This design comes from an exercise in tuning for small area and a short achievable clock period on the open sky130 flow, not from production work. The RTL was checked by simulation tests, not by an equivalence proof against the original design.

**flow/config.mk**
```make
export PLATFORM = sky130hd
export DESIGN_NAME = ParallelFIR
export DESIGN_NICKNAME = ParallelFIR
export VERILOG_FILES = /design/flow/design.v
export SDC_FILE = /design/flow/constraint.sdc
export NUM_CORES = 4
export LEC_CHECK = 0
export CAP_MARGIN = 20
export CORE_MARGIN = 2
export CORE_UTILIZATION = 50
export SLEW_MARGIN = 20
export SYNTH_HIERARCHICAL = 1
export SYNTH_MINIMUM_KEEP_SIZE = 0
```
**flow/constraint.sdc**
```tcl
create_clock -name core_clock -period 11.0 [get_ports {clk}]
set_input_delay 2.2000 -clock core_clock [delete_from_list [all_inputs] [get_ports {clk}]]
set_output_delay 2.2000 -clock core_clock [all_outputs]
set_load 0.01 [all_outputs]
```
**flow/design.v**
```verilog
`timescale 1ns/1ns
module ParallelFIR(input wire clk,
                   input wire signed [7:0] x,
                   output reg signed [17:0] y);
  reg [7:0] x1, x2, x3, x4, x5, x6, x7, x8, x9, x10, x11, x12, x13, x14, x15, x16, x17;
  reg p4_0_0, p4_1_0, p4_1_1, p4_2_0, p4_2_1, p4_3_0, p4_3_1, p4_4_0, p4_4_1, p4_5_0, p4_5_1, p4_6_0, p4_6_1, p4_7_0, p4_7_1, p4_8_0, p4_8_1, p4_9_0, p4_9_1, p4_10_0, p4_10_1, p4_11_0, p4_11_1, p4_12_0, p3_0_0, p3_0_1, p3_1_0, p3_1_1, p3_2_0, p3_2_1, p3_3_0, p3_3_1, p3_4_0, p3_4_1, p3_5_0, p3_5_1, p3_6_0, p3_6_1, p3_7_0, p3_7_1, p3_8_0, p3_8_1, p3_9_0, p3_9_1, p3_10_0, p3_10_1, p3_11_0, p3_11_1, p3_12_0, p3_12_1, p3_13_0, p3_13_1, p3_14_0, p3_14_1, p2_0_0, p2_0_1, p2_1_0, p2_1_1, p2_2_0, p2_2_1, p2_3_0, p2_3_1, p2_4_0, p2_4_1, p2_5_0, p2_5_1, p2_6_0, p2_6_1, p2_7_0, p2_7_1, p2_8_0, p2_8_1, p2_9_0, p2_9_1, p2_10_0, p2_10_1, p2_11_0, p2_11_1, p2_12_0, p2_12_1, p2_13_0, p2_13_1, p2_14_0, p2_14_1, p2_15_0, p2_15_1, p2_16_0, p1_0_0, p1_0_1, p1_1_0, p1_1_1, p1_2_0, p1_2_1, p1_3_0, p1_3_1, p1_4_0, p1_4_1, p1_5_0, p1_5_1, p1_6_0, p1_6_1, p1_7_0, p1_7_1, p1_8_0, p1_8_1, p1_9_0, p1_9_1, p1_10_0, p1_10_1, p1_11_0, p1_11_1, p1_12_0, p1_12_1, p1_13_0, p1_13_1, p1_14_0, p1_14_1, p1_15_0, p1_15_1, p1_16_0, p1_16_1;
  wire [7:0] xo = {~x[7], x[6:0]};
  wire s1, c1;
  FullAdd u1 (.a(x12[2]), .b(x12[1]), .c(x15[3]), .s(s1), .co(c1));
  wire s2, c2;
  FullAdd u2 (.a(x12[3]), .b(x12[2]), .c(x12[0]), .s(s2), .co(c2));
  wire s3, c3;
  FullAdd u3 (.a(x13[1]), .b(x14[3]), .c(x14[1]), .s(s3), .co(c3));
  wire s4, c4;
  FullAdd u4 (.a(x12[4]), .b(x12[3]), .c(x12[1]), .s(s4), .co(c4));
  wire s5, c5;
  FullAdd u5 (.a(x13[2]), .b(x14[4]), .c(x14[2]), .s(s5), .co(c5));
  wire s6 = x15[5] ^ x16[4];
  wire c6 = x15[5] & x16[4];
  wire s7, c7;
  FullAdd u7 (.a(x12[5]), .b(x12[4]), .c(x12[2]), .s(s7), .co(c7));
  wire s8, c8;
  FullAdd u8 (.a(x13[3]), .b(x14[5]), .c(x14[3]), .s(s8), .co(c8));
  wire n9 = ~x17[5];
  wire s10, c10;
  FullAdd u10 (.a(x15[6]), .b(x16[5]), .c(n9), .s(s10), .co(c10));
  wire s11, c11;
  FullAdd u11 (.a(x12[6]), .b(x12[5]), .c(x12[3]), .s(s11), .co(c11));
  wire s12, c12;
  FullAdd u12 (.a(x13[4]), .b(x14[6]), .c(x14[4]), .s(s12), .co(c12));
  wire n13 = ~x17[6];
  wire s14, c14;
  FullAdd u14 (.a(x15[7]), .b(x16[6]), .c(n13), .s(s14), .co(c14));
  wire s15, c15;
  FullAdd u15 (.a(x12[7]), .b(x12[6]), .c(x12[4]), .s(s15), .co(c15));
  wire s16, c16;
  FullAdd u16 (.a(x13[5]), .b(x14[7]), .c(x14[5]), .s(s16), .co(c16));
  wire n17 = ~x17[7];
  wire s18 = x16[7] ^ n17;
  wire c18 = x16[7] & n17;
  wire s19 = x12[7] ^ x12[5];
  wire c19 = x12[7] & x12[5];
  wire s20 = x12[0] ^ x15[1];
  wire c20 = x12[0] & x15[1];
  wire s21, c21;
  FullAdd u21 (.a(x12[1]), .b(x12[0]), .c(x15[2]), .s(s21), .co(c21));
  wire n22 = ~x14[1];
  wire s23 = n22 ^ x16[1];
  wire c23 = n22 & x16[1];
  wire s24, c24;
  FullAdd u24 (.a(x13[0]), .b(x14[2]), .c(x14[0]), .s(s24), .co(c24));
  wire n25 = ~x17[2];
  wire s26, c26;
  FullAdd u26 (.a(x16[2]), .b(n25), .c(s1), .s(s26), .co(c26));
  wire s27, c27;
  FullAdd u27 (.a(x15[4]), .b(x16[3]), .c(c1), .s(s27), .co(c27));
  wire n28 = ~s2;
  wire s29, c29;
  FullAdd u29 (.a(x17[3]), .b(n28), .c(s3), .s(s29), .co(c29));
  wire s30, c30;
  FullAdd u30 (.a(s6), .b(c2), .c(s4), .s(s30), .co(c30));
  wire s31, c31;
  FullAdd u31 (.a(x17[4]), .b(c3), .c(s5), .s(s31), .co(c31));
  wire s32, c32;
  FullAdd u32 (.a(c6), .b(c4), .c(s7), .s(s32), .co(c32));
  wire n33 = ~s10;
  wire s34, c34;
  FullAdd u34 (.a(c5), .b(s8), .c(n33), .s(s34), .co(c34));
  wire s35, c35;
  FullAdd u35 (.a(c7), .b(c10), .c(s11), .s(s35), .co(c35));
  wire n36 = ~s14;
  wire s37, c37;
  FullAdd u37 (.a(c8), .b(s12), .c(n36), .s(s37), .co(c37));
  wire s38, c38;
  FullAdd u38 (.a(s18), .b(c11), .c(c14), .s(s38), .co(c38));
  wire n39 = ~s15;
  wire s40, c40;
  FullAdd u40 (.a(c12), .b(n39), .c(s16), .s(s40), .co(c40));
  wire s41, c41;
  FullAdd u41 (.a(s19), .b(c18), .c(c15), .s(s41), .co(c41));
  wire s42, c42;
  FullAdd u42 (.a(x13[6]), .b(x14[6]), .c(c16), .s(s42), .co(c42));
  wire n43 = ~x12[6];
  wire s44, c44;
  FullAdd u44 (.a(n43), .b(x13[7]), .c(x14[7]), .s(s44), .co(c44));
  wire s45 = x16[0] ^ s20;
  wire c45 = x16[0] & s20;
  wire s46, c46;
  FullAdd u46 (.a(c20), .b(s23), .c(s21), .s(s46), .co(c46));
  wire s47, c47;
  FullAdd u47 (.a(c23), .b(c21), .c(s26), .s(s47), .co(c47));
  wire n48 = ~c24;
  wire s49, c49;
  FullAdd u49 (.a(n48), .b(c26), .c(s27), .s(s49), .co(c49));
  wire n50 = ~s31;
  wire s51, c51;
  FullAdd u51 (.a(c27), .b(s30), .c(n50), .s(s51), .co(c51));
  wire n52 = ~c31;
  wire s53, c53;
  FullAdd u53 (.a(c30), .b(n52), .c(s32), .s(s53), .co(c53));
  wire n54 = ~c34;
  wire s55, c55;
  FullAdd u55 (.a(c32), .b(s35), .c(n54), .s(s55), .co(c55));
  wire n56 = ~c37;
  wire s57, c57;
  FullAdd u57 (.a(c35), .b(s38), .c(n56), .s(s57), .co(c57));
  wire n58 = ~s42;
  wire s59, c59;
  FullAdd u59 (.a(c38), .b(s41), .c(n58), .s(s59), .co(c59));
  wire n60 = ~s44;
  wire s61, c61;
  FullAdd u61 (.a(c19), .b(n60), .c(c41), .s(s61), .co(c61));
  wire n62 = ~x14[0];
  wire n63 = ~x17[0];
  wire s64 = n62 ^ n63;
  wire c64 = n62 & n63;
  wire n65 = ~x17[1];
  wire s66, c66;
  FullAdd u66 (.a(n65), .b(c45), .c(s46), .s(s66), .co(c66));
  wire n67 = ~s24;
  wire s68, c68;
  FullAdd u68 (.a(n67), .b(c46), .c(s47), .s(s68), .co(c68));
  wire n69 = ~s29;
  wire s70, c70;
  FullAdd u70 (.a(n69), .b(c47), .c(s49), .s(s70), .co(c70));
  wire n71 = ~c29;
  wire s72, c72;
  FullAdd u72 (.a(n71), .b(c49), .c(s51), .s(s72), .co(c72));
  wire n73 = ~s34;
  wire s74, c74;
  FullAdd u74 (.a(n73), .b(c51), .c(s53), .s(s74), .co(c74));
  wire n75 = ~s37;
  wire s76, c76;
  FullAdd u76 (.a(n75), .b(c53), .c(s55), .s(s76), .co(c76));
  wire n77 = ~s40;
  wire s78, c78;
  FullAdd u78 (.a(n77), .b(c55), .c(s57), .s(s78), .co(c78));
  wire n79 = ~c40;
  wire s80, c80;
  FullAdd u80 (.a(n79), .b(s59), .c(c57), .s(s80), .co(c80));
  wire n81 = ~c42;
  wire s82, c82;
  FullAdd u82 (.a(n81), .b(s61), .c(c59), .s(s82), .co(c82));
  wire n83 = ~c44;
  wire s84, c84;
  FullAdd u84 (.a(x12[7]), .b(n83), .c(c61), .s(s84), .co(c84));
  wire s85 = p4_4_0 ^ p4_4_1;
  wire c85 = p4_4_0 & p4_4_1;
  wire s86, c86;
  FullAdd u86 (.a(p4_5_0), .b(p4_5_1), .c(x9[4]), .s(s86), .co(c86));
  wire s87, c87;
  FullAdd u87 (.a(x9[1]), .b(x9[0]), .c(x10[2]), .s(s87), .co(c87));
  wire s88, c88;
  FullAdd u88 (.a(p4_6_0), .b(p4_6_1), .c(x9[5]), .s(s88), .co(c88));
  wire s89, c89;
  FullAdd u89 (.a(x9[2]), .b(x9[1]), .c(x10[3]), .s(s89), .co(c89));
  wire s90, c90;
  FullAdd u90 (.a(x10[0]), .b(x11[6]), .c(x11[5]), .s(s90), .co(c90));
  wire s91, c91;
  FullAdd u91 (.a(p4_7_0), .b(p4_7_1), .c(x9[6]), .s(s91), .co(c91));
  wire s92, c92;
  FullAdd u92 (.a(x9[3]), .b(x9[2]), .c(x10[4]), .s(s92), .co(c92));
  wire s93, c93;
  FullAdd u93 (.a(x10[1]), .b(x11[7]), .c(x11[6]), .s(s93), .co(c93));
  wire s94 = x12[5] ^ x12[3];
  wire c94 = x12[5] & x12[3];
  wire s95, c95;
  FullAdd u95 (.a(p4_8_0), .b(p4_8_1), .c(x9[7]), .s(s95), .co(c95));
  wire s96, c96;
  FullAdd u96 (.a(x9[4]), .b(x9[3]), .c(x10[5]), .s(s96), .co(c96));
  wire s97, c97;
  FullAdd u97 (.a(x10[2]), .b(x11[7]), .c(x11[5]), .s(s97), .co(c97));
  wire s98 = x12[6] ^ x12[4];
  wire c98 = x12[6] & x12[4];
  wire s99, c99;
  FullAdd u99 (.a(p4_9_0), .b(p4_9_1), .c(x9[5]), .s(s99), .co(c99));
  wire s100, c100;
  FullAdd u100 (.a(x9[4]), .b(x10[6]), .c(x12[7]), .s(s100), .co(c100));
  wire n101 = ~x10[3];
  wire n102 = ~x11[6];
  wire s103 = n101 ^ n102;
  wire c103 = n101 & n102;
  wire s104, c104;
  FullAdd u104 (.a(p4_10_0), .b(p4_10_1), .c(x9[6]), .s(s104), .co(c104));
  wire s105 = x9[5] ^ x10[7];
  wire c105 = x9[5] & x10[7];
  wire s106, c106;
  FullAdd u106 (.a(p4_3_0), .b(p4_3_1), .c(x9[2]), .s(s106), .co(c106));
  wire s107, c107;
  FullAdd u107 (.a(x9[3]), .b(x9[0]), .c(x10[1]), .s(s107), .co(c107));
  wire s108, c108;
  FullAdd u108 (.a(x11[4]), .b(x11[3]), .c(x11[1]), .s(s108), .co(c108));
  wire s109, c109;
  FullAdd u109 (.a(x11[5]), .b(x11[4]), .c(x11[2]), .s(s109), .co(c109));
  wire s110, c110;
  FullAdd u110 (.a(x12[3]), .b(x12[1]), .c(c85), .s(s110), .co(c110));
  wire s111 = s86 ^ s87;
  wire c111 = s86 & s87;
  wire s112, c112;
  FullAdd u112 (.a(x12[4]), .b(x12[2]), .c(c86), .s(s112), .co(c112));
  wire s113, c113;
  FullAdd u113 (.a(c87), .b(s88), .c(s89), .s(s113), .co(c113));
  wire s114, c114;
  FullAdd u114 (.a(x11[3]), .b(x11[1]), .c(s90), .s(s114), .co(c114));
  wire s115, c115;
  FullAdd u115 (.a(s94), .b(c88), .c(c89), .s(s115), .co(c115));
  wire s116, c116;
  FullAdd u116 (.a(x11[4]), .b(x11[2]), .c(c90), .s(s116), .co(c116));
  wire n117 = ~s93;
  wire s118, c118;
  FullAdd u118 (.a(s91), .b(s92), .c(n117), .s(s118), .co(c118));
  wire s119, c119;
  FullAdd u119 (.a(c94), .b(s98), .c(c91), .s(s119), .co(c119));
  wire s120, c120;
  FullAdd u120 (.a(c92), .b(s95), .c(s96), .s(s120), .co(c120));
  wire s121, c121;
  FullAdd u121 (.a(x11[3]), .b(c93), .c(s97), .s(s121), .co(c121));
  wire s122, c122;
  FullAdd u122 (.a(x12[5]), .b(c98), .c(s103), .s(s122), .co(c122));
  wire s123, c123;
  FullAdd u123 (.a(c95), .b(c96), .c(s99), .s(s123), .co(c123));
  wire n124 = ~s100;
  wire s125, c125;
  FullAdd u125 (.a(x11[4]), .b(c97), .c(n124), .s(s125), .co(c125));
  wire s126, c126;
  FullAdd u126 (.a(x10[4]), .b(x11[7]), .c(x11[5]), .s(s126), .co(c126));
  wire s127, c127;
  FullAdd u127 (.a(x12[6]), .b(s105), .c(c103), .s(s127), .co(c127));
  wire s128, c128;
  FullAdd u128 (.a(c99), .b(c100), .c(s104), .s(s128), .co(c128));
  wire s129, c129;
  FullAdd u129 (.a(p4_11_0), .b(p4_11_1), .c(x9[7]), .s(s129), .co(c129));
  wire s130, c130;
  FullAdd u130 (.a(x9[6]), .b(x12[7]), .c(c105), .s(s130), .co(c130));
  wire n131 = ~c104;
  wire s132, c132;
  FullAdd u132 (.a(x10[5]), .b(x11[6]), .c(n131), .s(s132), .co(c132));
  wire s133 = p4_12_0 ^ x9[7];
  wire c133 = p4_12_0 & x9[7];
  wire s134 = p4_1_0 ^ p4_1_1;
  wire c134 = p4_1_0 & p4_1_1;
  wire s135, c135;
  FullAdd u135 (.a(p4_2_0), .b(p4_2_1), .c(x9[1]), .s(s135), .co(c135));
  wire n136 = ~x11[2];
  wire n137 = ~x11[1];
  wire s138 = n136 ^ n137;
  wire c138 = n136 & n137;
  wire s139, c139;
  FullAdd u139 (.a(x11[3]), .b(x11[2]), .c(x11[0]), .s(s139), .co(c139));
  wire s140, c140;
  FullAdd u140 (.a(x10[0]), .b(x12[1]), .c(s106), .s(s140), .co(c140));
  wire s141, c141;
  FullAdd u141 (.a(x12[2]), .b(x12[0]), .c(s85), .s(s141), .co(c141));
  wire n142 = ~s108;
  wire s143, c143;
  FullAdd u143 (.a(c106), .b(s107), .c(n142), .s(s143), .co(c143));
  wire s144, c144;
  FullAdd u144 (.a(x11[0]), .b(c108), .c(s109), .s(s144), .co(c144));
  wire s145, c145;
  FullAdd u145 (.a(c107), .b(s110), .c(s111), .s(s145), .co(c145));
  wire s146, c146;
  FullAdd u146 (.a(c110), .b(c111), .c(s112), .s(s146), .co(c146));
  wire n147 = ~s113;
  wire s148, c148;
  FullAdd u148 (.a(c109), .b(n147), .c(s114), .s(s148), .co(c148));
  wire s149, c149;
  FullAdd u149 (.a(c112), .b(c113), .c(s115), .s(s149), .co(c149));
  wire n150 = ~s118;
  wire s151, c151;
  FullAdd u151 (.a(c114), .b(s116), .c(n150), .s(s151), .co(c151));
  wire s152, c152;
  FullAdd u152 (.a(c115), .b(s119), .c(s120), .s(s152), .co(c152));
  wire n153 = ~c118;
  wire s154, c154;
  FullAdd u154 (.a(c116), .b(s121), .c(n153), .s(s154), .co(c154));
  wire s155, c155;
  FullAdd u155 (.a(s122), .b(c119), .c(c120), .s(s155), .co(c155));
  wire n156 = ~s123;
  wire s157, c157;
  FullAdd u157 (.a(c121), .b(n156), .c(s125), .s(s157), .co(c157));
  wire s158, c158;
  FullAdd u158 (.a(c122), .b(s127), .c(c123), .s(s158), .co(c158));
  wire n159 = ~s128;
  wire s160, c160;
  FullAdd u160 (.a(s126), .b(n159), .c(c125), .s(s160), .co(c160));
  wire s161, c161;
  FullAdd u161 (.a(s129), .b(c127), .c(s130), .s(s161), .co(c161));
  wire n162 = ~c128;
  wire s163, c163;
  FullAdd u163 (.a(c126), .b(n162), .c(s132), .s(s163), .co(c163));
  wire s164, c164;
  FullAdd u164 (.a(s133), .b(c129), .c(c130), .s(s164), .co(c164));
  wire s165, c165;
  FullAdd u165 (.a(x10[6]), .b(x11[7]), .c(c132), .s(s165), .co(c165));
  wire s166 = x9[0] ^ s134;
  wire c166 = x9[0] & s134;
  wire s167, c167;
  FullAdd u167 (.a(x12[0]), .b(c134), .c(s138), .s(s167), .co(c167));
  wire s168, c168;
  FullAdd u168 (.a(c138), .b(c135), .c(s140), .s(s168), .co(c168));
  wire s169, c169;
  FullAdd u169 (.a(s141), .b(c140), .c(s143), .s(s169), .co(c169));
  wire s170, c170;
  FullAdd u170 (.a(c141), .b(c143), .c(s145), .s(s170), .co(c170));
  wire n171 = ~c144;
  wire s172, c172;
  FullAdd u172 (.a(n171), .b(c145), .c(s146), .s(s172), .co(c172));
  wire n173 = ~c148;
  wire s174, c174;
  FullAdd u174 (.a(c146), .b(s149), .c(n173), .s(s174), .co(c174));
  wire n175 = ~c151;
  wire s176, c176;
  FullAdd u176 (.a(c149), .b(s152), .c(n175), .s(s176), .co(c176));
  wire n177 = ~c154;
  wire s178, c178;
  FullAdd u178 (.a(c152), .b(s155), .c(n177), .s(s178), .co(c178));
  wire n179 = ~c157;
  wire s180, c180;
  FullAdd u180 (.a(c155), .b(s158), .c(n179), .s(s180), .co(c180));
  wire n181 = ~c160;
  wire s182, c182;
  FullAdd u182 (.a(s161), .b(c158), .c(n181), .s(s182), .co(c182));
  wire n183 = ~c163;
  wire s184, c184;
  FullAdd u184 (.a(c161), .b(s164), .c(n183), .s(s184), .co(c184));
  wire n185 = ~x10[7];
  wire s186, c186;
  FullAdd u186 (.a(n185), .b(c133), .c(c164), .s(s186), .co(c186));
  wire n187 = ~x11[0];
  wire s188 = n137 ^ n187;
  wire c188 = n137 & n187;
  wire s189, c189;
  FullAdd u189 (.a(s135), .b(c166), .c(s167), .s(s189), .co(c189));
  wire n190 = ~s139;
  wire s191, c191;
  FullAdd u191 (.a(n190), .b(c167), .c(s168), .s(s191), .co(c191));
  wire n192 = ~c139;
  wire s193, c193;
  FullAdd u193 (.a(n192), .b(c168), .c(s169), .s(s193), .co(c193));
  wire n194 = ~s144;
  wire s195, c195;
  FullAdd u195 (.a(n194), .b(c169), .c(s170), .s(s195), .co(c195));
  wire n196 = ~s148;
  wire s197, c197;
  FullAdd u197 (.a(n196), .b(c170), .c(s172), .s(s197), .co(c197));
  wire n198 = ~s151;
  wire s199, c199;
  FullAdd u199 (.a(n198), .b(c172), .c(s174), .s(s199), .co(c199));
  wire n200 = ~s154;
  wire s201, c201;
  FullAdd u201 (.a(n200), .b(c174), .c(s176), .s(s201), .co(c201));
  wire n202 = ~s157;
  wire s203, c203;
  FullAdd u203 (.a(n202), .b(c176), .c(s178), .s(s203), .co(c203));
  wire n204 = ~s160;
  wire s205, c205;
  FullAdd u205 (.a(n204), .b(c178), .c(s180), .s(s205), .co(c205));
  wire n206 = ~s163;
  wire s207, c207;
  FullAdd u207 (.a(n206), .b(c180), .c(s182), .s(s207), .co(c207));
  wire n208 = ~s165;
  wire s209, c209;
  FullAdd u209 (.a(n208), .b(c182), .c(s184), .s(s209), .co(c209));
  wire n210 = ~c165;
  wire s211, c211;
  FullAdd u211 (.a(n210), .b(s186), .c(c184), .s(s211), .co(c211));
  wire s212 = 1'b1 ^ p3_4_0;
  wire c212 = 1'b1 & p3_4_0;
  wire s213 = 1'b1 ^ p3_5_0 ^ p3_5_1;
  wire c213 = (1'b1 & p3_5_0) | (1'b1 & p3_5_1) | (p3_5_0 & p3_5_1);
  wire s214, c214;
  FullAdd u214 (.a(x7[2]), .b(x8[4]), .c(x8[1]), .s(s214), .co(c214));
  wire s215 = 1'b1 ^ p3_6_0 ^ p3_6_1;
  wire c215 = (1'b1 & p3_6_0) | (1'b1 & p3_6_1) | (p3_6_0 & p3_6_1);
  wire s216, c216;
  FullAdd u216 (.a(x7[3]), .b(x8[5]), .c(x8[2]), .s(s216), .co(c216));
  wire s217, c217;
  FullAdd u217 (.a(x6[6]), .b(x6[5]), .c(x6[3]), .s(s217), .co(c217));
  wire s218, c218;
  FullAdd u218 (.a(p3_7_0), .b(p3_7_1), .c(x7[4]), .s(s218), .co(c218));
  wire s219, c219;
  FullAdd u219 (.a(x8[6]), .b(x8[3]), .c(x8[2]), .s(s219), .co(c219));
  wire s220, c220;
  FullAdd u220 (.a(x6[7]), .b(x6[6]), .c(x6[4]), .s(s220), .co(c220));
  wire n221 = ~x6[2];
  wire n222 = ~x7[1];
  wire s223 = n221 ^ n222;
  wire c223 = n221 & n222;
  wire s224, c224;
  FullAdd u224 (.a(p3_8_0), .b(p3_8_1), .c(x7[5]), .s(s224), .co(c224));
  wire s225, c225;
  FullAdd u225 (.a(x8[7]), .b(x8[4]), .c(x8[3]), .s(s225), .co(c225));
  wire s226, c226;
  FullAdd u226 (.a(x6[7]), .b(x6[5]), .c(x6[3]), .s(s226), .co(c226));
  wire s227 = 1'b1 ^ p3_9_0 ^ p3_9_1;
  wire c227 = (1'b1 & p3_9_0) | (1'b1 & p3_9_1) | (p3_9_0 & p3_9_1);
  wire s228, c228;
  FullAdd u228 (.a(x7[6]), .b(x8[5]), .c(x8[4]), .s(s228), .co(c228));
  wire s229, c229;
  FullAdd u229 (.a(p3_10_0), .b(p3_10_1), .c(x7[7]), .s(s229), .co(c229));
  wire s230 = 1'b1 ^ p3_1_0;
  wire c230 = 1'b1 & p3_1_0;
  wire s231 = 1'b1 ^ p3_2_0 ^ p3_2_1;
  wire c231 = (1'b1 & p3_2_0) | (1'b1 & p3_2_1) | (p3_2_0 & p3_2_1);
  wire s232 = 1'b1 ^ p3_3_0 ^ p3_3_1;
  wire c232 = (1'b1 & p3_3_0) | (1'b1 & p3_3_1) | (p3_3_0 & p3_3_1);
  wire s233, c233;
  FullAdd u233 (.a(x6[3]), .b(x6[2]), .c(x6[0]), .s(s233), .co(c233));
  wire s234, c234;
  FullAdd u234 (.a(p3_4_1), .b(x7[1]), .c(x8[3]), .s(s234), .co(c234));
  wire s235, c235;
  FullAdd u235 (.a(x6[4]), .b(x6[3]), .c(x6[1]), .s(s235), .co(c235));
  wire s236 = x8[0] ^ s212;
  wire c236 = x8[0] & s212;
  wire s237, c237;
  FullAdd u237 (.a(x6[5]), .b(x6[4]), .c(x6[2]), .s(s237), .co(c237));
  wire s238, c238;
  FullAdd u238 (.a(x8[0]), .b(c212), .c(s213), .s(s238), .co(c238));
  wire n239 = ~s214;
  wire s240, c240;
  FullAdd u240 (.a(x6[0]), .b(x9[5]), .c(n239), .s(s240), .co(c240));
  wire s241, c241;
  FullAdd u241 (.a(x6[1]), .b(x7[0]), .c(x9[6]), .s(s241), .co(c241));
  wire s242, c242;
  FullAdd u242 (.a(x8[1]), .b(c213), .c(c214), .s(s242), .co(c242));
  wire n243 = ~s217;
  wire s244, c244;
  FullAdd u244 (.a(s215), .b(s216), .c(n243), .s(s244), .co(c244));
  wire s245, c245;
  FullAdd u245 (.a(x9[0]), .b(s223), .c(c215), .s(s245), .co(c245));
  wire s246, c246;
  FullAdd u246 (.a(c216), .b(s218), .c(s219), .s(s246), .co(c246));
  wire s247, c247;
  FullAdd u247 (.a(x9[7]), .b(c217), .c(s220), .s(s247), .co(c247));
  wire s248, c248;
  FullAdd u248 (.a(x9[1]), .b(c223), .c(c218), .s(s248), .co(c248));
  wire s249, c249;
  FullAdd u249 (.a(c219), .b(s224), .c(s225), .s(s249), .co(c249));
  wire s250, c250;
  FullAdd u250 (.a(x7[2]), .b(c220), .c(s226), .s(s250), .co(c250));
  wire s251, c251;
  FullAdd u251 (.a(x6[6]), .b(x6[4]), .c(x7[3]), .s(s251), .co(c251));
  wire s252, c252;
  FullAdd u252 (.a(x9[2]), .b(c224), .c(c225), .s(s252), .co(c252));
  wire n253 = ~c226;
  wire s254, c254;
  FullAdd u254 (.a(n253), .b(s227), .c(s228), .s(s254), .co(c254));
  wire s255, c255;
  FullAdd u255 (.a(x8[6]), .b(x8[5]), .c(x9[3]), .s(s255), .co(c255));
  wire s256, c256;
  FullAdd u256 (.a(x6[7]), .b(x6[5]), .c(x7[4]), .s(s256), .co(c256));
  wire s257, c257;
  FullAdd u257 (.a(c227), .b(c228), .c(s229), .s(s257), .co(c257));
  wire s258 = 1'b1 ^ p3_11_0 ^ p3_11_1;
  wire c258 = (1'b1 & p3_11_0) | (1'b1 & p3_11_1) | (p3_11_0 & p3_11_1);
  wire s259, c259;
  FullAdd u259 (.a(x8[7]), .b(x8[6]), .c(x9[4]), .s(s259), .co(c259));
  wire n260 = ~c229;
  wire s261, c261;
  FullAdd u261 (.a(x6[6]), .b(x7[5]), .c(n260), .s(s261), .co(c261));
  wire s262 = 1'b1 ^ p3_12_0 ^ p3_12_1;
  wire c262 = (1'b1 & p3_12_0) | (1'b1 & p3_12_1) | (p3_12_0 & p3_12_1);
  wire n263 = ~x8[7];
  wire s264, c264;
  FullAdd u264 (.a(x6[7]), .b(x7[6]), .c(n263), .s(s264), .co(c264));
  wire s265 = 1'b1 ^ p3_0_0;
  wire c265 = 1'b1 & p3_0_0;
  wire s266, c266;
  FullAdd u266 (.a(x6[1]), .b(x6[0]), .c(x9[1]), .s(s266), .co(c266));
  wire s267 = p3_1_1 ^ x8[0];
  wire c267 = p3_1_1 & x8[0];
  wire s268, c268;
  FullAdd u268 (.a(x6[2]), .b(x6[1]), .c(x9[2]), .s(s268), .co(c268));
  wire s269, c269;
  FullAdd u269 (.a(x8[1]), .b(c230), .c(s231), .s(s269), .co(c269));
  wire s270, c270;
  FullAdd u270 (.a(x7[0]), .b(x8[2]), .c(c231), .s(s270), .co(c270));
  wire n271 = ~s232;
  wire s272, c272;
  FullAdd u272 (.a(x9[3]), .b(n271), .c(s233), .s(s272), .co(c272));
  wire s273, c273;
  FullAdd u273 (.a(x9[4]), .b(c233), .c(s235), .s(s273), .co(c273));
  wire s274, c274;
  FullAdd u274 (.a(c232), .b(s234), .c(s236), .s(s274), .co(c274));
  wire s275, c275;
  FullAdd u275 (.a(c234), .b(c236), .c(s238), .s(s275), .co(c275));
  wire s276, c276;
  FullAdd u276 (.a(c235), .b(s237), .c(s240), .s(s276), .co(c276));
  wire s277, c277;
  FullAdd u277 (.a(c237), .b(s241), .c(c240), .s(s277), .co(c277));
  wire s278, c278;
  FullAdd u278 (.a(c238), .b(s242), .c(s244), .s(s278), .co(c278));
  wire s279, c279;
  FullAdd u279 (.a(c242), .b(s245), .c(s246), .s(s279), .co(c279));
  wire n280 = ~c244;
  wire s281, c281;
  FullAdd u281 (.a(c241), .b(s247), .c(n280), .s(s281), .co(c281));
  wire s282, c282;
  FullAdd u282 (.a(c245), .b(c246), .c(s248), .s(s282), .co(c282));
  wire n283 = ~s249;
  wire s284, c284;
  FullAdd u284 (.a(c247), .b(n283), .c(s250), .s(s284), .co(c284));
  wire s285, c285;
  FullAdd u285 (.a(c248), .b(c249), .c(s252), .s(s285), .co(c285));
  wire n286 = ~s254;
  wire s287, c287;
  FullAdd u287 (.a(s251), .b(c250), .c(n286), .s(s287), .co(c287));
  wire s288, c288;
  FullAdd u288 (.a(s255), .b(c252), .c(c254), .s(s288), .co(c288));
  wire n289 = ~s257;
  wire s290, c290;
  FullAdd u290 (.a(c251), .b(s256), .c(n289), .s(s290), .co(c290));
  wire s291, c291;
  FullAdd u291 (.a(c255), .b(s258), .c(s259), .s(s291), .co(c291));
  wire n292 = ~c257;
  wire s293, c293;
  FullAdd u293 (.a(c256), .b(n292), .c(s261), .s(s293), .co(c293));
  wire s294, c294;
  FullAdd u294 (.a(x9[5]), .b(c258), .c(c259), .s(s294), .co(c294));
  wire n295 = ~s262;
  wire s296, c296;
  FullAdd u296 (.a(n295), .b(s264), .c(c261), .s(s296), .co(c296));
  wire s297, c297;
  FullAdd u297 (.a(p3_13_0), .b(p3_13_1), .c(x9[6]), .s(s297), .co(c297));
  wire n298 = ~c262;
  wire s299, c299;
  FullAdd u299 (.a(x7[7]), .b(n298), .c(c264), .s(s299), .co(c299));
  wire s300 = 1'b1 ^ p3_14_0 ^ p3_14_1;
  wire c300 = (1'b1 & p3_14_0) | (1'b1 & p3_14_1) | (p3_14_0 & p3_14_1);
  wire n301 = ~p3_0_1;
  wire n302 = ~x6[0];
  wire s303 = n301 ^ n302;
  wire c303 = n301 & n302;
  wire s304, c304;
  FullAdd u304 (.a(c265), .b(s267), .c(s230), .s(s304), .co(c304));
  wire n305 = ~c267;
  wire s306, c306;
  FullAdd u306 (.a(n305), .b(c266), .c(s268), .s(s306), .co(c306));
  wire n307 = ~c268;
  wire s308, c308;
  FullAdd u308 (.a(n307), .b(c269), .c(s270), .s(s308), .co(c308));
  wire n309 = ~c270;
  wire s310, c310;
  FullAdd u310 (.a(n309), .b(s273), .c(c272), .s(s310), .co(c310));
  wire n311 = ~c273;
  wire s312, c312;
  FullAdd u312 (.a(n311), .b(c274), .c(s275), .s(s312), .co(c312));
  wire n313 = ~c275;
  wire s314, c314;
  FullAdd u314 (.a(n313), .b(c276), .c(s277), .s(s314), .co(c314));
  wire n315 = ~c277;
  wire s316, c316;
  FullAdd u316 (.a(n315), .b(s279), .c(c278), .s(s316), .co(c316));
  wire n317 = ~c281;
  wire s318, c318;
  FullAdd u318 (.a(c279), .b(s282), .c(n317), .s(s318), .co(c318));
  wire n319 = ~c284;
  wire s320, c320;
  FullAdd u320 (.a(c282), .b(s285), .c(n319), .s(s320), .co(c320));
  wire n321 = ~c287;
  wire s322, c322;
  FullAdd u322 (.a(c285), .b(s288), .c(n321), .s(s322), .co(c322));
  wire n323 = ~c290;
  wire s324, c324;
  FullAdd u324 (.a(s291), .b(c288), .c(n323), .s(s324), .co(c324));
  wire n325 = ~c293;
  wire s326, c326;
  FullAdd u326 (.a(c291), .b(s294), .c(n325), .s(s326), .co(c326));
  wire n327 = ~s299;
  wire s328, c328;
  FullAdd u328 (.a(s297), .b(c294), .c(n327), .s(s328), .co(c328));
  wire s329, c329;
  FullAdd u329 (.a(x9[7]), .b(c297), .c(s300), .s(s329), .co(c329));
  wire s330 = s265 ^ s303;
  wire c330 = s265 & s303;
  wire n331 = ~s266;
  wire s332, c332;
  FullAdd u332 (.a(c303), .b(n331), .c(s304), .s(s332), .co(c332));
  wire n333 = ~s306;
  wire s334, c334;
  FullAdd u334 (.a(c304), .b(n333), .c(s269), .s(s334), .co(c334));
  wire n335 = ~s308;
  wire s336, c336;
  FullAdd u336 (.a(c306), .b(s272), .c(n335), .s(s336), .co(c336));
  wire n337 = ~s310;
  wire s338, c338;
  FullAdd u338 (.a(s274), .b(c308), .c(n337), .s(s338), .co(c338));
  wire n339 = ~s312;
  wire s340, c340;
  FullAdd u340 (.a(c310), .b(s276), .c(n339), .s(s340), .co(c340));
  wire n341 = ~s314;
  wire s342, c342;
  FullAdd u342 (.a(s278), .b(c312), .c(n341), .s(s342), .co(c342));
  wire n343 = ~s316;
  wire s344, c344;
  FullAdd u344 (.a(s281), .b(c314), .c(n343), .s(s344), .co(c344));
  wire n345 = ~s284;
  wire s346, c346;
  FullAdd u346 (.a(n345), .b(c316), .c(s318), .s(s346), .co(c346));
  wire n347 = ~s287;
  wire s348, c348;
  FullAdd u348 (.a(n347), .b(c318), .c(s320), .s(s348), .co(c348));
  wire n349 = ~s290;
  wire s350, c350;
  FullAdd u350 (.a(n349), .b(c320), .c(s322), .s(s350), .co(c350));
  wire n351 = ~s293;
  wire s352, c352;
  FullAdd u352 (.a(n351), .b(c322), .c(s324), .s(s352), .co(c352));
  wire n353 = ~s296;
  wire s354, c354;
  FullAdd u354 (.a(n353), .b(c324), .c(s326), .s(s354), .co(c354));
  wire n355 = ~c296;
  wire s356, c356;
  FullAdd u356 (.a(n355), .b(s328), .c(c326), .s(s356), .co(c356));
  wire n357 = ~c299;
  wire s358, c358;
  FullAdd u358 (.a(n357), .b(s329), .c(c328), .s(s358), .co(c358));
  wire s359 = 1'b1 ^ c300 ^ c329;
  wire c359 = (1'b1 & c300) | (1'b1 & c329) | (c300 & c329);
  wire s360 = p2_3_0 ^ x1[2];
  wire c360 = p2_3_0 & x1[2];
  wire s361, c361;
  FullAdd u361 (.a(p2_4_1), .b(x1[3]), .c(x2[4]), .s(s361), .co(c361));
  wire s362, c362;
  FullAdd u362 (.a(x5[3]), .b(x5[2]), .c(x5[0]), .s(s362), .co(c362));
  wire s363, c363;
  FullAdd u363 (.a(p2_5_0), .b(x1[4]), .c(x2[5]), .s(s363), .co(c363));
  wire s364, c364;
  FullAdd u364 (.a(x5[4]), .b(x5[3]), .c(x5[1]), .s(s364), .co(c364));
  wire s365 = x6[3] ^ x6[1];
  wire c365 = x6[3] & x6[1];
  wire s366, c366;
  FullAdd u366 (.a(p2_6_1), .b(x1[5]), .c(x2[6]), .s(s366), .co(c366));
  wire s367, c367;
  FullAdd u367 (.a(x5[5]), .b(x5[4]), .c(x5[2]), .s(s367), .co(c367));
  wire s368, c368;
  FullAdd u368 (.a(p2_6_0), .b(x3[5]), .c(x3[3]), .s(s368), .co(c368));
  wire s369, c369;
  FullAdd u369 (.a(p2_7_0), .b(x1[6]), .c(x2[7]), .s(s369), .co(c369));
  wire s370, c370;
  FullAdd u370 (.a(x5[6]), .b(x5[5]), .c(x5[3]), .s(s370), .co(c370));
  wire s371, c371;
  FullAdd u371 (.a(p2_7_1), .b(x3[6]), .c(x3[4]), .s(s371), .co(c371));
  wire s372, c372;
  FullAdd u372 (.a(p2_8_1), .b(x1[7]), .c(x5[7]), .s(s372), .co(c372));
  wire s373, c373;
  FullAdd u373 (.a(x5[6]), .b(x5[4]), .c(x6[6]), .s(s373), .co(c373));
  wire n374 = ~p2_8_0;
  wire n375 = ~x3[7];
  wire s376 = n374 ^ n375;
  wire c376 = n374 & n375;
  wire s377, c377;
  FullAdd u377 (.a(p2_9_0), .b(p2_9_1), .c(x5[7]), .s(s377), .co(c377));
  wire s378, c378;
  FullAdd u378 (.a(p2_2_0), .b(p2_2_1), .c(x1[1]), .s(s378), .co(c378));
  wire s379, c379;
  FullAdd u379 (.a(x2[3]), .b(x5[2]), .c(x5[1]), .s(s379), .co(c379));
  wire s380, c380;
  FullAdd u380 (.a(p2_3_1), .b(x3[2]), .c(x3[0]), .s(s380), .co(c380));
  wire s381, c381;
  FullAdd u381 (.a(p2_4_0), .b(x3[3]), .c(x3[1]), .s(s381), .co(c381));
  wire s382, c382;
  FullAdd u382 (.a(x6[2]), .b(x6[0]), .c(c360), .s(s382), .co(c382));
  wire s383 = s361 ^ s362;
  wire c383 = s361 & s362;
  wire s384, c384;
  FullAdd u384 (.a(p2_5_1), .b(x3[4]), .c(x3[2]), .s(s384), .co(c384));
  wire s385, c385;
  FullAdd u385 (.a(s365), .b(c361), .c(c362), .s(s385), .co(c385));
  wire n386 = ~x4[2];
  wire s387, c387;
  FullAdd u387 (.a(n386), .b(s363), .c(s364), .s(s387), .co(c387));
  wire s388, c388;
  FullAdd u388 (.a(x6[4]), .b(x6[2]), .c(c365), .s(s388), .co(c388));
  wire s389, c389;
  FullAdd u389 (.a(c363), .b(c364), .c(s366), .s(s389), .co(c389));
  wire n390 = ~s367;
  wire s391, c391;
  FullAdd u391 (.a(x4[3]), .b(n390), .c(s368), .s(s391), .co(c391));
  wire s392, c392;
  FullAdd u392 (.a(x6[5]), .b(x6[3]), .c(c366), .s(s392), .co(c392));
  wire s393, c393;
  FullAdd u393 (.a(c367), .b(s369), .c(s370), .s(s393), .co(c393));
  wire s394, c394;
  FullAdd u394 (.a(x4[4]), .b(c368), .c(s371), .s(s394), .co(c394));
  wire s395, c395;
  FullAdd u395 (.a(x6[4]), .b(s376), .c(c369), .s(s395), .co(c395));
  wire s396, c396;
  FullAdd u396 (.a(x3[5]), .b(x4[5]), .c(c371), .s(s396), .co(c396));
  wire s397, c397;
  FullAdd u397 (.a(c370), .b(s372), .c(s373), .s(s397), .co(c397));
  wire s398, c398;
  FullAdd u398 (.a(x5[5]), .b(x6[7]), .c(x6[5]), .s(s398), .co(c398));
  wire s399, c399;
  FullAdd u399 (.a(c376), .b(c372), .c(c373), .s(s399), .co(c399));
  wire n400 = ~s377;
  wire s401, c401;
  FullAdd u401 (.a(x3[6]), .b(x4[6]), .c(n400), .s(s401), .co(c401));
  wire s402, c402;
  FullAdd u402 (.a(p2_10_0), .b(p2_10_1), .c(x5[6]), .s(s402), .co(c402));
  wire n403 = ~x6[6];
  wire s404, c404;
  FullAdd u404 (.a(x3[7]), .b(x4[7]), .c(n403), .s(s404), .co(c404));
  wire s405, c405;
  FullAdd u405 (.a(p2_1_0), .b(p2_1_1), .c(x1[0]), .s(s405), .co(c405));
  wire s406, c406;
  FullAdd u406 (.a(x2[2]), .b(x5[1]), .c(x5[0]), .s(s406), .co(c406));
  wire s407 = x6[0] ^ s378;
  wire c407 = x6[0] & s378;
  wire s408, c408;
  FullAdd u408 (.a(x6[1]), .b(s360), .c(c378), .s(s408), .co(c408));
  wire n409 = ~s379;
  wire s410, c410;
  FullAdd u410 (.a(x4[0]), .b(n409), .c(s380), .s(s410), .co(c410));
  wire s411, c411;
  FullAdd u411 (.a(x4[1]), .b(c380), .c(s381), .s(s411), .co(c411));
  wire s412, c412;
  FullAdd u412 (.a(c379), .b(s382), .c(s383), .s(s412), .co(c412));
  wire s413, c413;
  FullAdd u413 (.a(c382), .b(c383), .c(s385), .s(s413), .co(c413));
  wire n414 = ~s387;
  wire s415, c415;
  FullAdd u415 (.a(c381), .b(s384), .c(n414), .s(s415), .co(c415));
  wire s416, c416;
  FullAdd u416 (.a(s388), .b(c385), .c(c387), .s(s416), .co(c416));
  wire n417 = ~s389;
  wire s418, c418;
  FullAdd u418 (.a(c384), .b(n417), .c(s391), .s(s418), .co(c418));
  wire s419, c419;
  FullAdd u419 (.a(c388), .b(c389), .c(s392), .s(s419), .co(c419));
  wire n420 = ~s393;
  wire s421, c421;
  FullAdd u421 (.a(n420), .b(s394), .c(c391), .s(s421), .co(c421));
  wire s422, c422;
  FullAdd u422 (.a(c392), .b(c393), .c(s395), .s(s422), .co(c422));
  wire n423 = ~s397;
  wire s424, c424;
  FullAdd u424 (.a(c394), .b(s396), .c(n423), .s(s424), .co(c424));
  wire s425, c425;
  FullAdd u425 (.a(s398), .b(c395), .c(c397), .s(s425), .co(c425));
  wire n426 = ~s399;
  wire s427, c427;
  FullAdd u427 (.a(c396), .b(n426), .c(s401), .s(s427), .co(c427));
  wire s428, c428;
  FullAdd u428 (.a(c398), .b(c377), .c(s402), .s(s428), .co(c428));
  wire n429 = ~c399;
  wire s430, c430;
  FullAdd u430 (.a(s404), .b(n429), .c(c401), .s(s430), .co(c430));
  wire s431, c431;
  FullAdd u431 (.a(p2_11_0), .b(p2_11_1), .c(x5[7]), .s(s431), .co(c431));
  wire n432 = ~c404;
  wire s433, c433;
  FullAdd u433 (.a(x6[7]), .b(c402), .c(n432), .s(s433), .co(c433));
  wire s434 = x2[1] ^ x5[0];
  wire c434 = x2[1] & x5[0];
  wire s435, c435;
  FullAdd u435 (.a(c405), .b(s406), .c(s407), .s(s435), .co(c435));
  wire s436, c436;
  FullAdd u436 (.a(c406), .b(c407), .c(s408), .s(s436), .co(c436));
  wire n437 = ~c408;
  wire s438, c438;
  FullAdd u438 (.a(n437), .b(s411), .c(c410), .s(s438), .co(c438));
  wire n439 = ~c411;
  wire s440, c440;
  FullAdd u440 (.a(n439), .b(c412), .c(s413), .s(s440), .co(c440));
  wire n441 = ~c415;
  wire s442, c442;
  FullAdd u442 (.a(c413), .b(s416), .c(n441), .s(s442), .co(c442));
  wire n443 = ~c418;
  wire s444, c444;
  FullAdd u444 (.a(c416), .b(s419), .c(n443), .s(s444), .co(c444));
  wire n445 = ~c421;
  wire s446, c446;
  FullAdd u446 (.a(c419), .b(s422), .c(n445), .s(s446), .co(c446));
  wire n447 = ~c424;
  wire s448, c448;
  FullAdd u448 (.a(c422), .b(s425), .c(n447), .s(s448), .co(c448));
  wire n449 = ~c427;
  wire s450, c450;
  FullAdd u450 (.a(s428), .b(c425), .c(n449), .s(s450), .co(c450));
  wire s451, c451;
  FullAdd u451 (.a(s431), .b(c428), .c(s433), .s(s451), .co(c451));
  wire s452, c452;
  FullAdd u452 (.a(p2_12_0), .b(p2_12_1), .c(c431), .s(s452), .co(c452));
  wire s453 = p2_0_0 ^ x2[0];
  wire c453 = p2_0_0 & x2[0];
  wire n454 = ~x3[0];
  wire s455, c455;
  FullAdd u455 (.a(n454), .b(s434), .c(s405), .s(s455), .co(c455));
  wire n456 = ~x3[1];
  wire s457, c457;
  FullAdd u457 (.a(n456), .b(c434), .c(s435), .s(s457), .co(c457));
  wire n458 = ~s410;
  wire s459, c459;
  FullAdd u459 (.a(n458), .b(c435), .c(s436), .s(s459), .co(c459));
  wire n460 = ~s438;
  wire s461, c461;
  FullAdd u461 (.a(s412), .b(c436), .c(n460), .s(s461), .co(c461));
  wire n462 = ~s440;
  wire s463, c463;
  FullAdd u463 (.a(c438), .b(s415), .c(n462), .s(s463), .co(c463));
  wire n464 = ~s418;
  wire s465, c465;
  FullAdd u465 (.a(n464), .b(c440), .c(s442), .s(s465), .co(c465));
  wire n466 = ~s421;
  wire s467, c467;
  FullAdd u467 (.a(n466), .b(c442), .c(s444), .s(s467), .co(c467));
  wire n468 = ~s424;
  wire s469, c469;
  FullAdd u469 (.a(n468), .b(c444), .c(s446), .s(s469), .co(c469));
  wire n470 = ~s427;
  wire s471, c471;
  FullAdd u471 (.a(n470), .b(c446), .c(s448), .s(s471), .co(c471));
  wire n472 = ~s430;
  wire s473, c473;
  FullAdd u473 (.a(n472), .b(c448), .c(s450), .s(s473), .co(c473));
  wire n474 = ~c430;
  wire s475, c475;
  FullAdd u475 (.a(n474), .b(s451), .c(c450), .s(s475), .co(c475));
  wire s476, c476;
  FullAdd u476 (.a(s452), .b(c433), .c(c451), .s(s476), .co(c476));
  wire s477, c477;
  FullAdd u477 (.a(p2_13_0), .b(p2_13_1), .c(c452), .s(s477), .co(c477));
  wire s478 = p2_14_0 ^ p2_14_1;
  wire c478 = p2_14_0 & p2_14_1;
  wire s479 = p2_15_0 ^ p2_15_1;
  wire c479 = p2_15_0 & p2_15_1;
  wire s480 = p1_1_0 ^ p1_1_1;
  wire c480 = p1_1_0 & p1_1_1;
  wire n481 = ~x1[1];
  wire s482, c482;
  FullAdd u482 (.a(p1_2_0), .b(p1_2_1), .c(n481), .s(s482), .co(c482));
  wire n483 = ~x1[2];
  wire s484, c484;
  FullAdd u484 (.a(p1_3_0), .b(p1_3_1), .c(n483), .s(s484), .co(c484));
  wire n485 = ~x1[3];
  wire s486, c486;
  FullAdd u486 (.a(p1_4_0), .b(p1_4_1), .c(n485), .s(s486), .co(c486));
  wire n487 = ~p1_5_0;
  wire s488, c488;
  FullAdd u488 (.a(n487), .b(p1_5_1), .c(x1[4]), .s(s488), .co(c488));
  wire n489 = ~p1_6_1;
  wire s490, c490;
  FullAdd u490 (.a(p1_6_0), .b(n489), .c(x1[5]), .s(s490), .co(c490));
  wire n491 = ~x1[6];
  wire s492, c492;
  FullAdd u492 (.a(p1_7_0), .b(p1_7_1), .c(n491), .s(s492), .co(c492));
  wire n493 = ~x1[7];
  wire s494, c494;
  FullAdd u494 (.a(p1_8_0), .b(p1_8_1), .c(n493), .s(s494), .co(c494));
  wire s495 = p1_9_0 ^ p1_9_1;
  wire c495 = p1_9_0 & p1_9_1;
  wire s496 = p1_10_0 ^ p1_10_1;
  wire c496 = p1_10_0 & p1_10_1;
  wire s497 = p1_11_0 ^ p1_11_1;
  wire c497 = p1_11_0 & p1_11_1;
  wire s498 = p1_12_0 ^ p1_12_1;
  wire c498 = p1_12_0 & p1_12_1;
  wire s499 = p1_13_0 ^ p1_13_1;
  wire c499 = p1_13_0 & p1_13_1;
  wire s500 = p1_14_0 ^ p1_14_1;
  wire c500 = p1_14_0 & p1_14_1;
  wire s501 = p1_15_0 ^ p1_15_1;
  wire c501 = p1_15_0 & p1_15_1;
  wire s502 = p1_16_0 ^ p1_16_1;
  wire c502 = p1_16_0 & p1_16_1;
  wire [17:0] r0 = {c502, c501, c500, c499, c498, c497, c496, c495, c494, c492, ~c490, ~c488, c486, c484, c482, c480, s480, p1_0_0};
  wire [17:0] r1 = {1'b1, s502, s501, s500, s499, s498, s497, s496, s495, s494, s492, ~s490, ~s488, s486, s484, s482, ~x1[0], ~p1_0_1};
  always @(posedge clk) begin
    x1 <= xo;
    x2 <= x1;
    x3 <= x2;
    x4 <= x3;
    x5 <= x4;
    x6 <= x5;
    x7 <= x6;
    x8 <= x7;
    x9 <= x8;
    x10 <= x9;
    x11 <= x10;
    x12 <= x11;
    x13 <= x12;
    x14 <= x13;
    x15 <= x14;
    x16 <= x15;
    x17 <= x16;
    p4_0_0 <= x15[0];
    p4_1_0 <= s64;
    p4_1_1 <= s45;
    p4_2_0 <= c64;
    p4_2_1 <= s66;
    p4_3_0 <= c66;
    p4_3_1 <= s68;
    p4_4_0 <= c68;
    p4_4_1 <= s70;
    p4_5_0 <= c70;
    p4_5_1 <= s72;
    p4_6_0 <= c72;
    p4_6_1 <= s74;
    p4_7_0 <= c74;
    p4_7_1 <= s76;
    p4_8_0 <= c76;
    p4_8_1 <= s78;
    p4_9_0 <= c78;
    p4_9_1 <= s80;
    p4_10_0 <= c80;
    p4_10_1 <= s82;
    p4_11_0 <= c82;
    p4_11_1 <= s84;
    p4_12_0 <= c84;
    p3_0_0 <= p4_0_0;
    p3_0_1 <= x11[0];
    p3_1_0 <= s188;
    p3_1_1 <= s166;
    p3_2_0 <= c188;
    p3_2_1 <= s189;
    p3_3_0 <= c189;
    p3_3_1 <= s191;
    p3_4_0 <= c191;
    p3_4_1 <= s193;
    p3_5_0 <= c193;
    p3_5_1 <= s195;
    p3_6_0 <= c195;
    p3_6_1 <= s197;
    p3_7_0 <= c197;
    p3_7_1 <= s199;
    p3_8_0 <= c199;
    p3_8_1 <= s201;
    p3_9_0 <= c201;
    p3_9_1 <= s203;
    p3_10_0 <= c203;
    p3_10_1 <= s205;
    p3_11_0 <= c205;
    p3_11_1 <= s207;
    p3_12_0 <= c207;
    p3_12_1 <= s209;
    p3_13_0 <= c209;
    p3_13_1 <= s211;
    p3_14_0 <= c211;
    p3_14_1 <= c186;
    p2_0_0 <= s330;
    p2_0_1 <= x9[0];
    p2_1_0 <= c330;
    p2_1_1 <= s332;
    p2_2_0 <= c332;
    p2_2_1 <= s334;
    p2_3_0 <= c334;
    p2_3_1 <= s336;
    p2_4_0 <= c336;
    p2_4_1 <= s338;
    p2_5_0 <= c338;
    p2_5_1 <= s340;
    p2_6_0 <= c340;
    p2_6_1 <= s342;
    p2_7_0 <= c342;
    p2_7_1 <= s344;
    p2_8_0 <= c344;
    p2_8_1 <= s346;
    p2_9_0 <= c346;
    p2_9_1 <= s348;
    p2_10_0 <= c348;
    p2_10_1 <= s350;
    p2_11_0 <= c350;
    p2_11_1 <= s352;
    p2_12_0 <= c352;
    p2_12_1 <= s354;
    p2_13_0 <= c354;
    p2_13_1 <= s356;
    p2_14_0 <= c356;
    p2_14_1 <= s358;
    p2_15_0 <= c358;
    p2_15_1 <= s359;
    p2_16_0 <= c359;
    p1_0_0 <= s453;
    p1_0_1 <= p2_0_1;
    p1_1_0 <= c453;
    p1_1_1 <= s455;
    p1_2_0 <= c455;
    p1_2_1 <= s457;
    p1_3_0 <= c457;
    p1_3_1 <= s459;
    p1_4_0 <= c459;
    p1_4_1 <= s461;
    p1_5_0 <= c461;
    p1_5_1 <= s463;
    p1_6_0 <= c463;
    p1_6_1 <= s465;
    p1_7_0 <= c465;
    p1_7_1 <= s467;
    p1_8_0 <= c467;
    p1_8_1 <= s469;
    p1_9_0 <= c469;
    p1_9_1 <= s471;
    p1_10_0 <= c471;
    p1_10_1 <= s473;
    p1_11_0 <= c473;
    p1_11_1 <= s475;
    p1_12_0 <= c475;
    p1_12_1 <= s476;
    p1_13_0 <= c476;
    p1_13_1 <= s477;
    p1_14_0 <= c477;
    p1_14_1 <= s478;
    p1_15_0 <= c478;
    p1_15_1 <= s479;
    p1_16_0 <= c479;
    p1_16_1 <= p2_16_0;
    y <= r0 + r1;
  end
endmodule
module FullAdd(input wire a, input wire b, input wire c,
               output wire s, output wire co);
  assign s = a ^ b ^ c;
  assign co = (a & b) | (a & c) | (b & c);
endmodule
```
**flow/flow/run.sh**
```bash
#!/bin/bash
# The standard layout, with repair_timing asked to keep extra setup margin
# (the SDC and its clock period are unchanged) so that it sizes the design for
# a shorter achieved period, and a smaller clock tree without dummy loads.
# Each tool's output is in the ORFS logs; make's output is in standard.log.
set -e
export SETUP_SLACK_MARGIN=7.7
export CTS_ARGS="-sink_clustering_enable -repair_clock_nets -dont_use_dummy_load -buf_list sky130_fd_sc_hd__clkbuf_16 -sink_clustering_size 30 -sink_clustering_max_diameter 200"
bash standard.sh > standard.log 2>&1
```
**flow/standard.sh**
```bash
#!/bin/bash
# synth_recipe.tcl (not shown) runs the flow's synth.tcl, then flattens the netlist and writes it again
# the make line also repeats each setting of config.mk as NAME=value (left out here)
make -C /OpenROAD-flow-scripts/flow DESIGN_CONFIG=/design/flow/config.mk WORK_HOME=/design/flow/orfs CLKGATE_MAP_FILE= SYNTH_SCRIPT=/design/flow/synth_recipe.tcl "${@:-finish}"
```
==> impl_metrics.env, run 1 <==
export IMPL_overflow=0
export IMPL_routed_wl_um=21100
export IMPL_fin_crit_sh=0.295
export IMPL_ys_seq_area_frac=0.397
export IMPL_die_y_um=169
export IMPL_worst_slew_pin_slew_ns=0.717
export IMPL_fmax_mhz=309
export IMPL_clk_pin_slew_ns=0.12
export IMPL_initial_core_util=0.507
export IMPL_setup_viol=0
export IMPL_netlist_area_leader_share=0.448
export IMPL_largest_register="y"
export IMPL_async_flop_share=0
export IMPL_htreeDepth=1
export IMPL_drt_iter0_markers=203
export IMPL_clk_path_buf_depth=3
export IMPL_slew_viol_final=0
export IMPL_drcViolationCount=0
export IMPL_slowest_stage="dfxtp_1"
export IMPL_crit_family="flip-flops"
export IMPL_postSynthAreaPerCell_um2=14.9
export IMPL_multi_input_area_um2=7520
export IMPL_synth_ff_type="dfxtp_1"
export IMPL_viasPerCell=4.77
export IMPL_final_cell_area_um2=14600
export IMPL_placed_cell_area_um2=14300
export IMPL_grt_pass1_wl_um=38600
export IMPL_syn_cell_area_um2=13600
export IMPL_syn_inst=912
export IMPL_diodes=0
export IMPL_coreArea_um2=26900
export IMPL_fin_tns_setup_ns=0
export IMPL_synthDistinctLibCells=36
export IMPL_period_needed_ns=3.24
export IMPL_synth_seq_cells=270
export IMPL_hp_class="flip-flop to flip-flop"
export IMPL_wl_per_cell_um=16.4
export IMPL_synth_nets=1293
export IMPL_ios=27
export IMPL_syn2layout_area_growth_pct=7.21
export IMPL_crit_path_end_kind="primary output"
export IMPL_synth_edf_count=0
export IMPL_start_kind="flip-flop"
export IMPL_maxCapViolCount=0
export IMPL_clock_sinks=270
export IMPL_synthTopCellsByArea="fa_1 45%, dfxtp_1 40%, ha_1 6.2%, inv_1 5.2%, xnor2_1 0.58%"
export IMPL_numCtsBuffers=12
export IMPL_n_fill_cell=2232
export IMPL_crit_fanout=1
export IMPL_rsz0062_at_grt="false"
export IMPL_rows=60
export IMPL_firstDrtPassIters=4
export IMPL_dp_hpwl_um=17900
export IMPL_crit_chain="clkdlybuf4s15_1"
export IMPL_track_usage=0.176
export IMPL_crit_type="flip-flop to primary output"
export IMPL_fin_skew_ns=0.0307
export IMPL_vias=6160
export IMPL_relSlewSlack=0.517
export IMPL_hold_violations=0
export IMPL_globalplace_congestion=0.780
export IMPL_crit_buf_inv=1
export IMPL_nets=1333
export IMPL_cp_data_arrival_time_ns=1.04
export IMPL_worst_skew_pair_late_latency_ns=0.49
export IMPL_regArea_um2=5410
export IMPL_yosysTopAreaCell="fa_1"
export IMPL_grt_pass1_vias=7572
export IMPL_cp_slowest_stage_delay_ns=0.33
export IMPL_drive_above_1_share=0.0200
export IMPL_grt_max_degree=31
export IMPL_ant_nets=0
export IMPL_grt_antenna_before_repair=0
export IMPL_clock_root_buffer="clkbuf_16"
export IMPL_die_area_um2=28600
export IMPL_io_buffers=26
export IMPL_ctsHoldBuffers=0
export IMPL_cts_tree="built"
export IMPL_critPathRequiredTime_ns=8.80
export IMPL_status="complete, no violations"
export IMPL_largest_reg_flops=18
export IMPL_die_w_um=169
export IMPL_ys_warn_count=7
==> path summary, 6_finish.rpt <==
kind	from	to	slack [ns]	cells past startpoint
max	y[9]	y[9]	7.76	1
min	x15[0]	x16[0]	0.34	0
max reg2reg	x9[4]	p3_8_1	7.85	5
min reg2reg	x15[0]	x16[0]	0.34	0
==> synth_stat cells (all sizes together) (2+ instances only) <==
library cell / count
inv: 188
nand2: 5
nor2: 6
o21ai: 5
fa: 305
and3: 2
xor2: 4
a21o: 8
nand3: 2
ha: 67
a211o: 2
a21oi: 12
xnor2: 9
nand2b: 2
dfxtp: 270
a211oi: 5
o211ai: 3
nor3: 2
nand4: 2
==> per-stage QoR <==
stage	hold slack, ns	setup slack [ns]	utilization	std cells
final	0.340	7.76	0.544	1291
after global routing	0.353	7.70	0.544	1291
after CTS	0.344	7.70	0.543	1291
after detailed placement	0.315	7.82	0.533	1279
after global placement	0.312	7.85	0.533	1279
after floorplan	0.310	8.06	-	912
==> layout make-up <==
| type | instances | area share |
|---|---|---|
| clock buffers | 12 | 0.0206 |
| inverters | 188 | 0.0483 |
| multi-input cells | 454 | 0.515 |
| flip-flops and latches | 270 | 0.370 |
| well taps | 341 | 0.0292 |
| repair buffers | 26 | 0.0175 |
==> cell usage in the layout, fill, tap and decap left out, drive strengths merged, types with 2 or more instances in the layout <==
cell / count
nor3: 2
o21ai: 5
clkdlybuf4s50: 8
a21oi: 12
and3: 2
nand3: 2
nand4: 2
a211oi: 5
fa: 305
dlygate4sd2: 4
nand2: 5
nor2: 6
inv: 188
a211o: 2
xor2: 4
dfxtp: 270
clkbuf: 12
a21o: 8
xnor2: 9
clkdlybuf4s15: 14
nand2b: 2
o211ai: 3
ha: 67
==> metal layers <==
layer / vias up / track usage / routed length (µm)
met5: - / 0 / 0
met4: 0 / 0.0349 / 455
li1: 2793 / - / -
met1: 3294 / 0.246 / 9400
met3: 21 / 0.0189 / 440
met2: 52 / 0.305 / 10800
==> logic make-up after synthesis <==
kind of cell             after synthesis  share of synthesized area
AO/OA/AOI/OAI                         43                     0.0219
XOR/XNOR                              13                    0.00835
adder cells (fa/ha/maj)              372                      0.510
buffers and inverters                188                     0.0518
flip-flops                           270                      0.397
multiplexers                           1                   0.000735
AND/OR/NAND/NOR                       25                     0.0111
==> per-module statistics from Yosys, one instance, submodules excluded <==
module       times used  cell area (µm²)  flip-flops and latches  cells
ParallelFIR           1             7540                     270    608
FullAdd             304             20.0                       0      1
==> repair_timing <==
item	CTS	global route
buffers inserted	0	0
endpoints found under the setup margin	18	14
resized for setup	18	14
hold endpoints to repair	0	0
==> run 2, diff against run 1 <==
==> flow/flow/run.sh (replaced) <==
#!/bin/bash
# The standard layout with three changes to how it is made (the SDC and
# its clock period are unchanged): repair_timing keeps extra setup margin, so
# that it sizes the design for a shorter achieved period; the clock tree uses
# larger clusters and no dummy loads; the port buffers are buf_2 cells.
# Each tool's output is in the ORFS logs; make's output is in standard.log.
set -e
export SETUP_SLACK_MARGIN=7.7
export CTS_ARGS="-sink_clustering_enable -repair_clock_nets -dont_use_dummy_load -buf_list sky130_fd_sc_hd__clkbuf_16 -sink_clustering_size 30 -sink_clustering_max_diameter 200"
export BUFFER_PORTS_ARGS="-buffer_cell sky130_fd_sc_hd__buf_2"
bash standard.sh > standard.log 2>&1
==> run 2 against run 1 <==
  * Clock-buffer cell count stayed put
  * Sequential share of layout area is 0.33 points higher
  * Utilization is 0.46 points lower
  * Critical path depth is 4 higher
  * Largest cell class unchanged
  * Wire length is 0.93% lower
  * Cell area is 0.85% lower
  * Still clean on timing, DRC and antenna
  * Critical endpoint is now p3_8_1
==> impl_metrics.env, run 2 <==
export IMPL_diodes=0
export IMPL_coreArea_um2=26900
export IMPL_initial_core_util=0.507
export IMPL_status="complete, no violations"
export IMPL_start_kind="flip-flop"
export IMPL_clock_root_buffer="clkbuf_16"
export IMPL_dp_hpwl_um=17600
export IMPL_multi_input_area_um2=7520
export IMPL_clk_pin_slew_ns=0.11
export IMPL_synth_ff_type="dfxtp_1"
export IMPL_firstDrtPassIters=4
export IMPL_syn_cell_area_um2=13600
export IMPL_htreeDepth=1
export IMPL_ant_nets=0
export IMPL_worst_slew_pin_slew_ns=0.663
export IMPL_grt_max_degree=31
export IMPL_slew_viol_final=0
export IMPL_grt_pass1_vias=7295
export IMPL_drcViolationCount=0
export IMPL_ys_seq_area_frac=0.397
export IMPL_synthDistinctLibCells=36
export IMPL_regArea_um2=5410
export IMPL_track_usage=0.172
export IMPL_largest_register="y"
export IMPL_die_area_um2=28600
export IMPL_grt_pass1_wl_um=37700
export IMPL_cp_data_arrival_time_ns=3.52
export IMPL_syn2layout_area_growth_pct=6.30
export IMPL_netlist_area_leader_share=0.448
export IMPL_regToRegSetupSlack_ns=7.85
export IMPL_drive_above_1_share=0.0484
export IMPL_worstHoldEndpoint="p1_16_1"
export IMPL_ios=27
export IMPL_period_needed_ns=3.15
export IMPL_globalplace_congestion=0.764
export IMPL_maxCapViolCount=0
export IMPL_synth_nets=1293
export IMPL_fin_skew_ns=0.00906
export IMPL_crit_path_end_kind="flip-flop"
export IMPL_crit_type="flip-flop to flip-flop"
export IMPL_cts_resized=0
export IMPL_syn_inst=912
export IMPL_die_y_um=169
export IMPL_async_flop_share=0
export IMPL_nets=1333
export IMPL_wl_per_cell_um=16.2
export IMPL_largest_reg_flops=18
export IMPL_r2r_cells=5
export IMPL_ctsHoldBuffers=0
export IMPL_n_fill_cell=2260
export IMPL_grt_antenna_before_repair=0
export IMPL_synthTopCellsByArea="fa_1 45%, dfxtp_1 40%, ha_1 6.2%, inv_1 5.2%, xnor2_1 0.58%"
export IMPL_postSynthAreaPerCell_um2=14.9
export IMPL_hp_class="flip-flop to flip-flop"
export IMPL_synth_seq_cells=270
export IMPL_fin_crit_sh=0.287
export IMPL_synth_commonest_cells="305 x fa_1, 270 x dfxtp_1, 188 x inv_1"
export IMPL_fin_tns_setup_ns=0
export IMPL_numCtsBuffers=12
export IMPL_clock_sinks=270
export IMPL_final_common_cell="fa_1"
export IMPL_viasPerCell=4.69
export IMPL_ys_warn_count=7
export IMPL_hold_start="p2_16_0"
export IMPL_postCtsSetupRepairBufs=0
export IMPL_setup_viol=0
export IMPL_reg2reg_from="x9[3]"
export IMPL_routed_wl_um=20900
export IMPL_clk_path_buf_depth=3
export IMPL_worst_skew_pair_late_latency_ns=0.48
export IMPL_min_path_cells=0
export IMPL_pre_cts_slack_ns=7.83
export IMPL_post_route_util=0.539
export IMPL_vias=6056
export IMPL_hold_violations=0
export IMPL_relSlewSlack=0.553
export IMPL_rows=60
export IMPL_crit_fanout=6
export IMPL_synth_edf_count=0
export IMPL_overflow=0
export IMPL_drt_iter0_markers=234
export IMPL_yosys_cell_count_top_type="fa_1"
export IMPL_fmax_mhz=317
export IMPL_fin_hold_ws_ns=0.339
export IMPL_rsz0062_at_grt="false"
export IMPL_cts_tree="built"
export IMPL_critPathRequiredTime_ns=11.37
export IMPL_worst_slack_ns=7.85
export IMPL_layout_common_cells="305 x fa_1, 269 x dfxtp_1, 188 x inv_1"
export IMPL_r2r_end="p3_8_1"
export IMPL_die_w_um=169
export IMPL_yosysTopAreaCell="fa_1"
export IMPL_io_buffers=26
==> run 2: how the worst max path moves through the flow <==
stage	from	endpoint	slack, ns
floorplan	x9[3]	p3_8_1	8.06
CTS	x9[5]	p3_7_1	7.79
detailed placement	x9[5]	p3_7_1	7.83
global route	x6[2]	p2_7_1	7.72
finish	x9[3]	p3_8_1	7.85
global placement	x9[4]	p3_8_1	7.88
==> run 2: cells by family after synthesis <==
family | after synthesis | synth area share
adders and majority gates | 372 | 0.510
DFF | 270 | 0.397
buffers and inverters | 188 | 0.0518
AOI/OAI and AO/OA | 43 | 0.0219
and+or+nand+nor | 25 | 0.0111
xor gates and xnor gates | 13 | 0.00835
muxes | 1 | 0.000735
==> run 2: worst max-delay path, stage by stage (launching register included) <==
cell and delay, ns:
dfxtp_1 0.65, fa_1 0.52, fa_1 0.51, fa_1 0.43
fa_1 0.53, fa_1 0.40
==> run 2: through the flow <==
stage	std cells	instance area (µm²)
after detailed placement	1279	14200
after floorplan	912	13600
final	1291	14500
after global routing	1291	14500
after CTS	1291	14500
after global placement	1279	14200
==> run 2: Yosys stat by module, one instance, submodules excluded <==
module	cells	times used	flops+latches
ParallelFIR	608	1	270
FullAdd	1	304	0
==> run 2: layout make-up <==
type                            count  share of cell area
Clock buffer                       12              0.0207
Multi-Input combinational cell    454               0.519
Tap cell                          341              0.0295
Inverter                          188              0.0487
Timing Repair Buffer               26             0.00898
Sequential cell                   270               0.373
==> run 2: routing by layer <==
layer	vias up	global-route usage	wire (µm)
met5	-	0	0
met4	0	0.0308	354
met1	3205	0.239	9490
li1	2787	-	-
met3	15	0.0213	498
met2	49	0.297	10600

-- separate check: timing with driven ports --
How much do the figures lean on ideal ports? The routed layouts below were timed once more, with nothing changed but the port constraints.
Step 1, drivers: a clkbuf_16 drives clk and a buf_2 each remaining input, both assumed.
Step 2 times the ports against the registers' clock, not the clock port: input delays grow and output delays shrink by t, the midpoint of the rising clock arrivals with the driver on.
Three values: no drivers, after step 1, after step 2; two values: the first two.
run | t, ns | slack for setup (ns) | worst slew at a driven data input, ns
run 1 | 0.526 | 7.759 / 7.710 / 7.845 | 0.03
run 2 | 0.528 | 7.848 / 7.827 / 7.848 | 0.03
After both steps setup and hold are still met in every run listed.
